What follows belongs to an exercise in optimizing a design on an open flow for small area and a short achievable clock period; a production flow would make more cautious choices.
The RTL was checked by simulation tests, not by an equivalence proof against the original design.
Power figures rest on the tool's default switching activity, not on a simulated workload.

Setup of before:
==> flow/design.v (excerpt) <==
module mxu_pe #(
    parameter Y_INDEX = 0   
) (
    input wire clk,
    input wire rst_n,
    input wire load_phase,
    input wire [7:0] load_weight_target_y,
    input wire [7:0] load_weight,
    input wire [7:0] activation,
    input wire [23:0] partial_sum,
    output reg [23:0] result,
    output reg phase_out,
    output reg [7:0] load_weight_target_y_out,
    output reg [7:0] weight_out,
    output reg [7:0] activation_out_bw
);
  reg ld1, ld2;
  reg [7:0] ty1, ty2;
  reg [7:0] lw1, lw2;
  reg [7:0] act1, act2, act3, act4;
  reg two0_1, one1_1, two1_1;   
  reg one2_2, two2_2, one3_2, two3_2;   
  reg [23:0] ps1;
  reg [23:0] mac2;
  reg mac2_t;
  reg [7:0] w_cur, w_old, w_nx1, w_nx2;
  wire hit2 = ld2 && (ty2 == Y_INDEX);
  wire [12:0] lo1;
  wire t1;
  wire [23:0] x2 = {mac2[23:13], ~mac2[12], mac2[11:0]};
  wire [23:0] sum2;
  mxu_pe_mac_lo mac_lo (
      .w(w_cur),
      .one0(act1[0]),
      .two0(two0_1),
      .neg0(act1[1]),
      .one1(one1_1),
      .two1(two1_1),
      .neg1(act1[3]),
      .ps(ps1[12:0]),
      .lo(lo1),
      .t(t1)
  );
  mxu_pe_mac_hi mac_hi (
      .w(w_old),
      .one2(one2_2),
      .two2(two2_2),
      .neg2(act2[5]),
      .one3(one3_2),
      .two3(two3_2),
      .neg3(act2[7]),
      .x(x2),
      .t(mac2_t),
      .result(sum2)
  );
  always @(posedge clk or negedge rst_n) begin
    if (!rst_n) begin
      ld1 <= 1'b0;
      ty1 <= 8'b0;
      lw1 <= 8'b0;
      ld2 <= 1'b0;
      ty2 <= 8'b0;
      lw2 <= 8'b0;
      phase_out <= 1'b0;
      load_weight_target_y_out <= 8'b0;
  ...
==> flow/config.mk <==
export PLATFORM = sky130hd
export DESIGN_NAME = mxu_pe
export DESIGN_NICKNAME = mxu_pe
export VERILOG_FILES = /design/flow/design.v
export SDC_FILE = /design/flow/constraint.sdc
export NUM_CORES = 4
export LEC_CHECK = 0
export CAP_MARGIN = 20
export CORE_MARGIN = 2
export CORE_UTILIZATION = 60
export SETUP_SLACK_MARGIN = 4.0
export SLEW_MARGIN = 20
export SYNTH_HIERARCHICAL = 1
==> flow/constraint.sdc <==
create_clock -name core_clock -period 6.2 [get_ports {clk}]
set_input_delay 1.2400 -clock core_clock [delete_from_list [all_inputs] [get_ports {clk}]]
set_output_delay 1.2400 -clock core_clock [all_outputs]
set_load 0.01 [all_outputs]
standard.sh (not shown) runs the stock make flow with config.mk's settings and CLKGATE_MAP_FILE= SYNTH_SCRIPT=/design/flow/synth_recipe.tcl, a recipe that flattens the netlist after the stock synthesis.
==> flow/flow/run.sh <==
#!/bin/bash
# Standard ORFS layout with smaller port buffers and a clock tree without dummy loads.
set -euo pipefail
export BUFFER_PORTS_ARGS="-buffer_cell sky130_fd_sc_hd__buf_1"
export CTS_ARGS="-sink_clustering_enable -repair_clock_nets -dont_use_dummy_load -buf_list sky130_fd_sc_hd__clkbuf_8"
bash standard.sh > standard_flow.log 2>&1
before did not stop at any stage, and its layout met the timing, design-rule and antenna checks.
### before -> after
Settings: changing CORE_UTILIZATION from 60 to 70; changing SETUP_SLACK_MARGIN from 4.0 to 3.6.
==> flow/flow/run.sh <==
#!/bin/bash
# Standard ORFS layout with smaller port buffers and a clock tree without dummy loads.
set -euo pipefail
export BUFFER_PORTS_ARGS="-buffer_cell sky130_fd_sc_hd__buf_1"
export CTS_ARGS="-sink_clustering_enable -sink_clustering_size 30 -sink_clustering_max_diameter 80 -repair_clock_nets -dont_use_dummy_load -buf_list {sky130_fd_sc_hd__clkbuf_16}"
bash standard.sh > standard_flow.log 2>&1
--- outcome ---
In summary, after completed successfully, with a layout that passed the timing, design-rule and antenna checks. Via count, after and before: larger value in before. Relative to before, the final area measured on after has decreased by a little under 10%. The final reports for after and before show final critical-path share of the clock period higher in the former. From before to after the numbers moved as follows: routed wire length fell by 5.7%, routed length on met2 fell by about 8%, hold violation total from the final report stayed essentially flat, total power after layout fell by 13%.

mxu_pe again, from the RTL that the note above started with.
==> flow/config.mk <==
export PLATFORM = sky130hd
export DESIGN_NAME = mxu_pe
export DESIGN_NICKNAME = mxu_pe
export VERILOG_FILES = /design/flow/design.v
export SDC_FILE = /design/flow/constraint.sdc
export NUM_CORES = 4
export LEC_CHECK = 0
export CAP_MARGIN = 20
export CORE_MARGIN = 2
export CORE_UTILIZATION = 60
export GPL_TIMING_DRIVEN = 1
export SETUP_SLACK_MARGIN = 3.6
export SLEW_MARGIN = 20
export SYNTH_HIERARCHICAL = 1
==> flow/constraint.sdc <==
create_clock -name core_clock -period 6.2 [get_ports {clk}]
set_input_delay 1.2400 -clock core_clock [delete_from_list [all_inputs] [get_ports {clk}]]
set_output_delay 1.2400 -clock core_clock [all_outputs]
set_load 0.01 [all_outputs]
==> flow/flow/run.sh <==
#!/bin/bash
# Standard ORFS layout with smaller port buffers and a clock tree without dummy loads.
set -euo pipefail
export BUFFER_PORTS_ARGS="-buffer_cell sky130_fd_sc_hd__buf_1"
export CTS_ARGS="-sink_clustering_enable -sink_clustering_size 30 -sink_clustering_max_diameter 80 -repair_clock_nets -dont_use_dummy_load -buf_list {sky130_fd_sc_hd__clkbuf_16}"
bash standard.sh > standard_flow.log 2>&1
The first run went through all stages and came out clean.
Change:
- GPL_TIMING_DRIVEN: 1 -> default
What happened: First-iteration DRC count does not change; setup slack stays the same; register-to-register slack stays flat; synthesized area does not change; cell area does not change.
Change:
==> flow/flow/run.sh (replaced) <==
#!/bin/bash
# Standard ORFS layout with smaller port buffers and a clock tree without dummy loads.
set -euo pipefail
export BUFFER_PORTS_ARGS="-buffer_cell sky130_fd_sc_hd__buf_1"
export CTS_ARGS="-sink_clustering_enable -repair_clock_nets -dont_use_dummy_load -buf_list sky130_fd_sc_hd__clkbuf_8"
bash standard.sh > standard_flow.log 2>&1
After rerunning: Clock power rises by a quarter to a third; wire length rises by a few percent; utilization rises by 1.6 points; power rises by a little under a tenth; combinational power barely changes; cell area rises by a few percent; worst setup slack gets worse by 0.021 ns; via count rises by a few percent; hold slack gets worse by 0.029 ns; clock-buffer cell count rises by 23; global-route usage rises by 0.95 points.

## re-timing with driven ports
Ports are ideal in the flow. The routed layouts listed here were re-timed in OpenROAD. Step 1 (the two cells are an assumption about what drives the block):
set clk [get_ports {clk}]
set_driving_cell -lib_cell sky130_fd_sc_hd__clkbuf_16 $clk
set_driving_cell -lib_cell sky130_fd_sc_hd__buf_2 [delete_from_list [all_inputs] $clk]
Step 2 times the ports against the registers' clock, not the clock port: input delays grow and output delays shrink by t, the midpoint of the rising clock arrivals with the driver on. a / b / c = ideal ports / drivers / drivers and shift; a / b = the first two.
run | shift t [ns] | slack for setup (ns) | worst slew at a driven data input, ns
before | 0.562 | 3.721 / 3.721 / 3.676 | 0.04
after | 0.478 | 3.609 / 3.609 / 3.609 | 0.04
the first run of note 2 | 0.473 | 3.737 / 3.737 / 3.562 | 0.04
the second run of note 2 | 0.473 | 3.737 / 3.737 / 3.562 | 0.04
the third run of note 2 | 0.522 | 3.716 / 3.716 / 3.537 | 0.04
After both steps every run listed still meets setup and hold. The setup slack of the third run of note 2, which loses most, moves by 0.000 ns with the drivers and by -0.179 ns with both steps. The worst setup slack also covers recovery checks on asynchronous resets.
